What follows belongs to an exercise in optimizing a design on an open flow for small area and a short achievable clock period; a production flow would make more cautious choices. Where RTL was checked, it was by simulation tests only, not by an equivalence proof against the original. The clock port is modelled as an ideal driver; clocking choices that lean on that would not hold on a real chip. Power is estimated from default activity; no workload was simulated.

## run A
==> flow/design.v (excerpt) <==
module dsp_alu
  (
   input             clk,
   input [2:0]       ctrl,
   input [31:0]      src_a, src_b,
   output [31:0]     result);
   localparam K1 = 21, K2 = 5;
   wire [31:0] a = src_a, b = src_b;
   wire op_and = ctrl == 3'd0;
   wire op_or  = ctrl == 3'd1;
   wire op_mul = ctrl == 3'd3;
   wire op_div = ctrl == 3'd4;
   wire op_sub = ctrl == 3'd6;
   wire op_slt = ctrl == 3'd7;
   wire op_add = ctrl == 3'd2 || ctrl == 3'd5;
   wire [31:0] x0 = op_mul ? a : op_add ? b : op_slt ? ~a : ~b;
   wire [31:0] r0 = (op_div | op_add | op_sub) ? a :
                    op_slt ? b : op_and ? (a & b) : op_or ? (a | b) : 32'd0;
   reg [31:0] m0;
   integer    k;
   always @(*) begin
      m0[0] = op_div | op_mul & b[0] | op_add | op_sub | op_slt;
      for (k = 1; k < 32; k = k + 1)
        m0[k] = op_div ? ~|(b >> (32 - k)) : op_mul & b[k];
   end
   wire [31:0] rv [0:32];
   wire [31:0] xv [0:32];
   wire [31:0] mq [0:32];
   wire        dv [0:32];
   wire        sb [0:32];
   wire        qs [0:32];
   assign rv[32] = r0;
   assign xv[32] = x0;
   assign mq[32] = m0;
   assign dv[32] = op_div;
   assign sb[32] = op_sub;
   assign qs[32] = op_div | op_slt;
   genvar j;
   generate
      for (j = 31; j >= 0; j = j - 1) begin : row
         wire [31:0] ri, xi, mi;
         wire        di, si, qi;
         if (j == K1 - 1 || j == K2 - 1) begin : cut
            reg [31:0] r_q, x_q, m_q;
            reg        d_q, s_q, qs_q;
            always @(posedge clk) begin
               r_q <= rv[j+1]; x_q <= xv[j+1]; m_q <= mq[j+1];
               d_q <= dv[j+1]; s_q <= sb[j+1]; qs_q <= qs[j+1];
            end
            assign ri = r_q; assign xi = x_q; assign mi = m_q;
            assign di = d_q; assign si = s_q; assign qi = qs_q;
         end else begin : nocut
            assign ri = rv[j+1]; assign xi = xv[j+1]; assign mi = mq[j+1];
            assign di = dv[j+1]; assign si = sb[j+1]; assign qi = qs[j+1];
         end
         wire [31-j:0] ro;
         wire          q;
         mdrow #(.W(32 - j), .LAST(j == 0)) u_row
           (.r(ri[31:j]), .x(xi[31-j:0]), .ci(di | (j == 0 ? si : 1'b0)),
            .m(mi[j]), .dv(di), .ro(ro), .q(q));
         if (j == 0) begin : lsb
            assign rv[j] = ro;
         end else begin : rest
  ...
Settings: LEC_CHECK=0, ABC_AREA=1, CAP_MARGIN=20, CORE_MARGIN=2, CORE_UTILIZATION=40, CTS_CLUSTER_DIAMETER=60, CTS_CLUSTER_SIZE=12, SLEW_MARGIN=20, SYNTH_HIERARCHICAL=1; clock period 70.0 ns.
standard.sh (not shown) runs the stock make flow with config.mk's settings and CLKGATE_MAP_FILE= SYNTH_SCRIPT=/design/flow/synth_recipe.tcl, a recipe that flattens the netlist after the stock synthesis.
==> flow/flow/run.sh <==
#!/bin/bash
# Standard layout, with the timing repair steps asked to leave a setup
# margin so that they also work on paths that already meet the clock.
set -euo pipefail
bash standard.sh finish SETUP_SLACK_MARGIN=44 > standard.log 2>&1
Every stage of the flow completed for run A, and the final layout passed the timing, DRC and antenna checks.
diff inputs: run A => run B
- changing CORE_UTILIZATION from 40 to 65
- setting PLACE_DENSITY to 0.85 for the first time
==> flow/run.sh (new file) <==
#!/bin/bash
# synth_recipe.tcl (not shown) runs the flow's synth.tcl, then flattens the netlist and writes it again
# the make line also repeats each setting of config.mk as NAME=value (left out here)
make -C /OpenROAD-flow-scripts/flow DESIGN_CONFIG=/design/flow/config.mk WORK_HOME=/design/flow/orfs CLKGATE_MAP_FILE= SYNTH_SCRIPT=/design/flow/synth_recipe.tcl finish
removed: flow/flow/run.sh
removed: flow/standard.sh
Findings:
Looking at cell at the slowest stage of the critical path, the clkdlybuf4s50_1 result is from run A; the dfxtp_2 one comes from run B.
Diff run A -> run B: area growth from synthesis to layout now smaller, actual slew at the worst max-slew pin now smaller.
Relative to run A, switching share of power has increased by 0.83 points in run B.
Here is what was changed in the inputs of run C compared with run B.
- changing CORE_UTILIZATION from 65 to 40
### Flow results
Compared with run B, in run C worst stage delay on the critical path shrank by 0.36 ns, hold slack shrank by 0.0086 ns, power grew by 0.41%. Run C and run B all finish clean.
Here is what was changed in the inputs of run D compared with run C.
- PLACE_DENSITY removed (was 0.85)
### Flow results
- Comparing via density per instance for run C and run D, the bigger number came from run C.
- [diff] post-layout minimum cycle time, run D relative to run C: regression
- Share of the cycle needed by the critical path after routing (higher): run D
- On run D: number of cells on the worst reg-to-reg path is 4 lower than what run C gave.
- Final hold slack essentially unchanged between run C and run D.
- Run C ended up with row[20].cut.x_q[2]$_DFF_P_ as its start point of the critical path; run D ended up with row[20].cut.x_q[7]$_DFF_P_.
- As far as number of nets in the layout is concerned, run D and run C perform about the same.
- Any difference in detailed route wirelength on metal2 between run D and run C is small enough to ignore.
- On slew at the pin closest to its max-slew limit: between run C and run D, it ends up lower for run D.
- Final routed wirelength across all metal layers: run D > run C
No functional check of the RTL was part of any run of this note.

---

tundra:
The RTL this note starts from:
==> flow/design.v <==
module mdrow #(parameter W = 32, parameter LAST = 0)
  (
   input [W-1:0]  r,
   input [W-1:0]  x,
   input          ci,
   input          m,
   input          dv,
   output [W-1:0] ro,
   output         q);
   reg [W-1:0] g, t, c;
   reg         co;
   integer     l, i;
   always @(*) begin
      g = r & x;
      t = r | x;
      g[0] = g[0] | (t[0] & ci);
      for (l = 0; (1 << l) < W; l = l + 1)
        for (i = (2 << l) - 1; i < W; i = i + (2 << l)) begin
           g[i] = g[i] | (t[i] & g[i - (1 << l)]);
           t[i] = t[i] & t[i - (1 << l)];
        end
      for (l = 8; l >= 0; l = l - 1)
        if ((2 << l) < W)
          for (i = 3 * (1 << l) - 1; i < W; i = i + (2 << l)) begin
             g[i] = g[i] | (t[i] & g[i - (1 << l)]);
             t[i] = t[i] & t[i - (1 << l)];
          end
      c[0] = ci;
      for (i = 1; i < W; i = i + 1)
        c[i] = g[i-1];
      co = g[W-1];
   end
   wire sel = LAST ? m : m & (co | ~dv);
   assign q  = co & m;
   assign ro = r ^ ({W{sel}} & (x ^ c));
endmodule
module dsp_alu
  (
   input             clk,
   input [2:0]       ctrl,
   input [31:0]      src_a, src_b,
   output [31:0]     result);
   localparam K1 = 20, K2 = 5;
   wire [31:0] a = src_a, b = src_b;
   wire op_and = ctrl == 3'd0;
   wire op_or  = ctrl == 3'd1;
   wire op_mul = ctrl == 3'd3;
   wire op_div = ctrl == 3'd4;
   wire op_sub = ctrl == 3'd6;
   wire op_slt = ctrl == 3'd7;
   wire op_add = ctrl == 3'd2 || ctrl == 3'd5;
   wire [31:0] x0 = op_mul ? a : op_add ? b : op_slt ? ~a : ~b;
   wire [31:0] r0 = (op_div | op_add | op_sub) ? a :
                    op_slt ? b : op_and ? (a & b) : op_or ? (a | b) : 32'd0;
   reg [31:0] m0;
   integer    k;
   always @(*) begin
      m0[0] = op_div | op_mul & b[0] | op_add | op_sub | op_slt;
      for (k = 1; k < 32; k = k + 1)
        m0[k] = op_div ? ~|(b >> (32 - k)) : op_mul & b[k];
   end
   wire [31:0] rv [0:32];
   wire [31:0] xv [0:32];
   wire [31:0] mq [0:32];
   wire        dv [0:32];
   wire        sb [0:32];
   wire        qs [0:32];
   assign rv[32] = r0;
   assign xv[32] = x0;
   assign mq[32] = m0;
   assign dv[32] = op_div;
   assign sb[32] = op_sub;
   assign qs[32] = op_div | op_slt;
   genvar j;
   generate
      for (j = 31; j >= 0; j = j - 1) begin : row
         wire [31:0] ri, xi, mi;
         wire        di, si, qi;
         if (j == K1 - 1 || j == K2 - 1) begin : cut
            reg [31:0] r_q, x_q, m_q;
            reg        d_q, s_q, qs_q;
            always @(posedge clk) begin
               r_q <= rv[j+1]; x_q <= xv[j+1]; m_q <= mq[j+1];
               d_q <= dv[j+1]; s_q <= sb[j+1]; qs_q <= qs[j+1];
            end
            assign ri = r_q; assign xi = x_q; assign mi = m_q;
            assign di = d_q; assign si = s_q; assign qi = qs_q;
         end else begin : nocut
            assign ri = rv[j+1]; assign xi = xv[j+1]; assign mi = mq[j+1];
            assign di = dv[j+1]; assign si = sb[j+1]; assign qi = qs[j+1];
         end
         wire [31-j:0] ro;
         wire          q;
         mdrow #(.W(32 - j), .LAST(j == 0)) u_row
           (.r(ri[31:j]), .x(xi[31-j:0]), .ci(di | (j == 0 ? si : 1'b0)),
            .m(mi[j]), .dv(di), .ro(ro), .q(q));
         if (j == 0) begin : lsb
            assign rv[j] = ro;
         end else begin : rest
            assign rv[j] = {ro, ri[j-1:0]};
         end
         assign mq[j] = (mi & ~(32'd1 << j)) | ({31'd0, q} << j);
         assign xv[j] = xi;
         assign dv[j] = di;
         assign sb[j] = si;
         assign qs[j] = qi;
      end
   endgenerate
   generate
      if (K2 == 0) begin : outreg
         reg [31:0] res_q;
         always @(posedge clk) res_q <= qs[0] ? mq[0] : rv[0];
         assign result = res_q;
      end else begin : outcomb
         assign result = qs[0] ? mq[0] : rv[0];
      end
   endgenerate
endmodule
==> flow/config.mk <==
export PLATFORM = sky130hd
export DESIGN_NAME = dsp_alu
export DESIGN_NICKNAME = dsp_alu
export VERILOG_FILES = /design/flow/design.v
export SDC_FILE = /design/flow/constraint.sdc
export NUM_CORES = 4
export LEC_CHECK = 0
export ABC_AREA = 1
export CAP_MARGIN = 20
export CORE_MARGIN = 2
export CORE_UTILIZATION = 40
export CTS_CLUSTER_DIAMETER = 60
export CTS_CLUSTER_SIZE = 12
export SLEW_MARGIN = 20
export SYNTH_HIERARCHICAL = 1
==> flow/constraint.sdc <==
create_clock -name core_clock -period 70.0 [get_ports {clk}]
set_input_delay 14.0000 -clock core_clock [delete_from_list [all_inputs] [get_ports {clk}]]
set_output_delay 14.0000 -clock core_clock [all_outputs]
set_load 0.01 [all_outputs]
==> flow/flow/run.sh <==
#!/bin/bash
# The standard layout, with the port buffers made from buf_2 cells.
set -euo pipefail
bash standard.sh finish "BUFFER_PORTS_ARGS=-buffer_cell sky130_fd_sc_hd__buf_2" > standard.log 2>&1
Changes in maple relative to tundra:
==> flow/flow/run.sh <==
#!/bin/bash
# The standard layout, with the port buffers made from buf_2 cells, and the
# timing repair after clock tree synthesis and after global routing asked
# to upsize gates (no buffering or cloning) until 44.5 ns of setup slack
# at the 70 ns clock.
set -euo pipefail
bash standard.sh finish "BUFFER_PORTS_ARGS=-buffer_cell sky130_fd_sc_hd__buf_2" \
  SETUP_SLACK_MARGIN=44.5 SETUP_MOVE_SEQUENCE=sizeup,swap SKIP_LAST_GASP=1 > standard.log 2>&1
### Flow results
maple: all stages complete, timing, DRC and antenna checks passed
maple: buffering stage count on the worst path with inverters included 1 above tundra
Comparing maple and tundra, critical-path maximum fanout is lower on tundra.
Via count of the first global-routing pass ended up about 2.5% higher on maple than on tundra.
--- input diff maple..ember ---
==> flow/run.sh (new file) <==
#!/bin/bash
# synth_recipe.tcl (not shown) runs the flow's synth.tcl, then flattens the netlist and writes it again
# the make line also repeats each setting of config.mk as NAME=value (left out here)
make -C /OpenROAD-flow-scripts/flow DESIGN_CONFIG=/design/flow/config.mk WORK_HOME=/design/flow/orfs CLKGATE_MAP_FILE= SYNTH_SCRIPT=/design/flow/synth_recipe.tcl finish
removed: flow/flow/run.sh
removed: flow/standard.sh
### Flow results
ember ends up with higher sequential share of layout area than maple does. Diff maple -> ember | wire length | down by a few percent. As of ember, global placer's final weighted congestion had risen slightly compared to maple. In the metrics for ember and maple, the one carrying the higher part of the power in the clock network is ember. Of ember and maple, the run reporting the lower number of cells on the worst reg-to-reg path was ember. [compare] base=maple new=ember: net switching fraction of the power went down 0.52 points, power consumption went down about 7%. The run showing the smaller total power divided by cell area is maple. On worst setup slack, ember does worse than maple. Between ember and maple, the overall routing resource usage is higher for maple. The clock group total power of maple and that of ember are within noise of each other.
The inputs of xenon differ from those of ember as listed below.
==> flow/flow/run.sh (new file) <==
#!/bin/bash
# The standard layout, with the port buffers made from buf_2 cells, and an
# extra gate-sizing pass after clock tree synthesis (flow/post_cts.tcl).
set -euo pipefail
export POST_CTS_TCL="$PWD/flow/post_cts.tcl"
bash standard.sh finish "BUFFER_PORTS_ARGS=-buffer_cell sky130_fd_sc_hd__buf_2" > standard.log 2>&1
==> flow/flow/post_cts.tcl (new file) <==
# Upsize gates on the slowest register-to-register and port paths (no
# buffering or cloning), aiming for 44.5 ns of setup slack at the 70 ns
# clock, then legalize the placement again.
repair_timing -setup -setup_margin 44.5 -sequence "sizeup,swap" -skip_last_gasp -verbose
detailed_placement
check_placement -verbose
==> flow/standard.sh (new file) <==
#!/bin/bash
# synth_recipe.tcl (not shown) runs the flow's synth.tcl, then flattens the netlist and writes it again
# the make line also repeats each setting of config.mk as NAME=value (left out here)
make -C /OpenROAD-flow-scripts/flow DESIGN_CONFIG=/design/flow/config.mk WORK_HOME=/design/flow/orfs CLKGATE_MAP_FILE= SYNTH_SCRIPT=/design/flow/synth_recipe.tcl "${@:-finish}"
removed: flow/run.sh
==> comparison <==
Cmp ember and xenon / wire length of the first global-routing pass / higher: xenon
Status: part of the total power dissipated in the clock network parity (ember, xenon)
NOTE first-iteration DRC count ember->xenon increased by a few percent

---

== alpha ==
dsp_alu, a different RTL version from the one above (not shown whole).
For scale: roughly 200 flip-flops, roughly 100 I/O pins, ~39000 um2 of cells after synthesis.
==> flow/config.mk <==
export PLATFORM = sky130hd
export DESIGN_NAME = dsp_alu
export DESIGN_NICKNAME = dsp_alu
export VERILOG_FILES = /design/flow/design.v
export SDC_FILE = /design/flow/constraint.sdc
export NUM_CORES = 4
export LEC_CHECK = 0
export ABC_AREA = 1
export CAP_MARGIN = 20
export CORE_MARGIN = 2
export CORE_UTILIZATION = 60
export CTS_CLUSTER_DIAMETER = 60
export CTS_CLUSTER_SIZE = 12
export SLEW_MARGIN = 20
export SYNTH_HIERARCHICAL = 1
==> flow/constraint.sdc <==
create_clock -name core_clock -period 70.0 [get_ports {clk}]
set_input_delay 14.0000 -clock core_clock [delete_from_list [all_inputs] [get_ports {clk}]]
set_output_delay 14.0000 -clock core_clock [all_outputs]
set_load 0.01 [all_outputs]
run.sh (not shown) runs the stock make flow with config.mk's settings and CLKGATE_MAP_FILE= SYNTH_SCRIPT=/design/flow/synth_recipe.tcl, a recipe that flattens the netlist after the stock synthesis.
Stock flow here: none of the scripts above is used.
Both conditions hold for alpha: the flow ran to the end and the final layout passed the timing, DRC and antenna checks.
Input-level comparison between beta and alpha:
--- a/flow/config.mk
+++ b/flow/config.mk
@@ -11 +11 @@
-export CORE_UTILIZATION = 60
+export CORE_UTILIZATION = 40
Notes after the runs:
The via count of beta falls short of that of alpha by 688.
Of beta and alpha, the higher non-clock buffer count belongs to beta.
beta vs alpha, final worst-path setup slack went up by 130 ps.
Of beta and alpha, the run reporting the lower initial antenna violation count was beta.
Changes observed in beta relative to alpha: combinational power held steady; sequential cell area share held steady.
From alpha to beta the numbers moved as follows: final area now sits higher; number of tapcells now sits higher; final critical delay including setup and external delays now sits lower; floorplan die width now sits higher.
Core utilization: beta lower than alpha

## static timing again, ports no longer ideal
How much do the figures lean on ideal ports? The routed layouts below were timed once more, with nothing changed but the port constraints.
Step 1: set_driving_cell puts a clkbuf_16 on clk and a buf_2 on each other input, an assumption about the parent block.
Step 2, shift: input delay + t, output delay - t, t = (earliest + latest rising clock arrival at the registers) / 2. This alone moves slack from input paths to output paths.
a / b / c = no drivers / after step 1 / after step 2; a / b = the first two.
run | t (ns) | slack for setup (ns) | worst hold slack (ns)
run A | 0.562 | 44.746 / 44.679 / 44.605 | 0.318 / 0.318 / 0.318
run B | 0.522 | 41.969 / 41.969 / 41.969 | 0.330 / 0.330 / 0.330
run C | 0.546 | 42.174 / 42.174 / 42.174 | 0.322 / 0.322 / 0.322
run D | 0.554 | 41.755 / 41.755 / 41.755 | 0.322 / 0.322 / 0.322
tundra | 0.542 | 43.257 / 43.268 / 42.725 | 0.327 / 0.327 / 0.327
maple | 0.552 | 43.899 / 43.877 / 43.326 | 0.329 / 0.329 / 0.329
ember | 0.526 | 42.535 / 42.548 / 42.022 | 0.326 / 0.326 / 0.326
xenon | 0.552 | 44.287 / 44.288 / 43.736 | 0.327 / 0.327 / 0.327
alpha | 0.534 | 40.786 / 40.726 / 41.260 | 0.329 / 0.329 / 0.329
beta | 0.556 | 40.913 / 40.847 / 41.403 | 0.323 / 0.323 / 0.323
After both steps every run listed still meets setup and hold. For maple, which loses most, drivers alone change the setup slack by -0.022 ns; drivers and shift together by -0.573 ns.
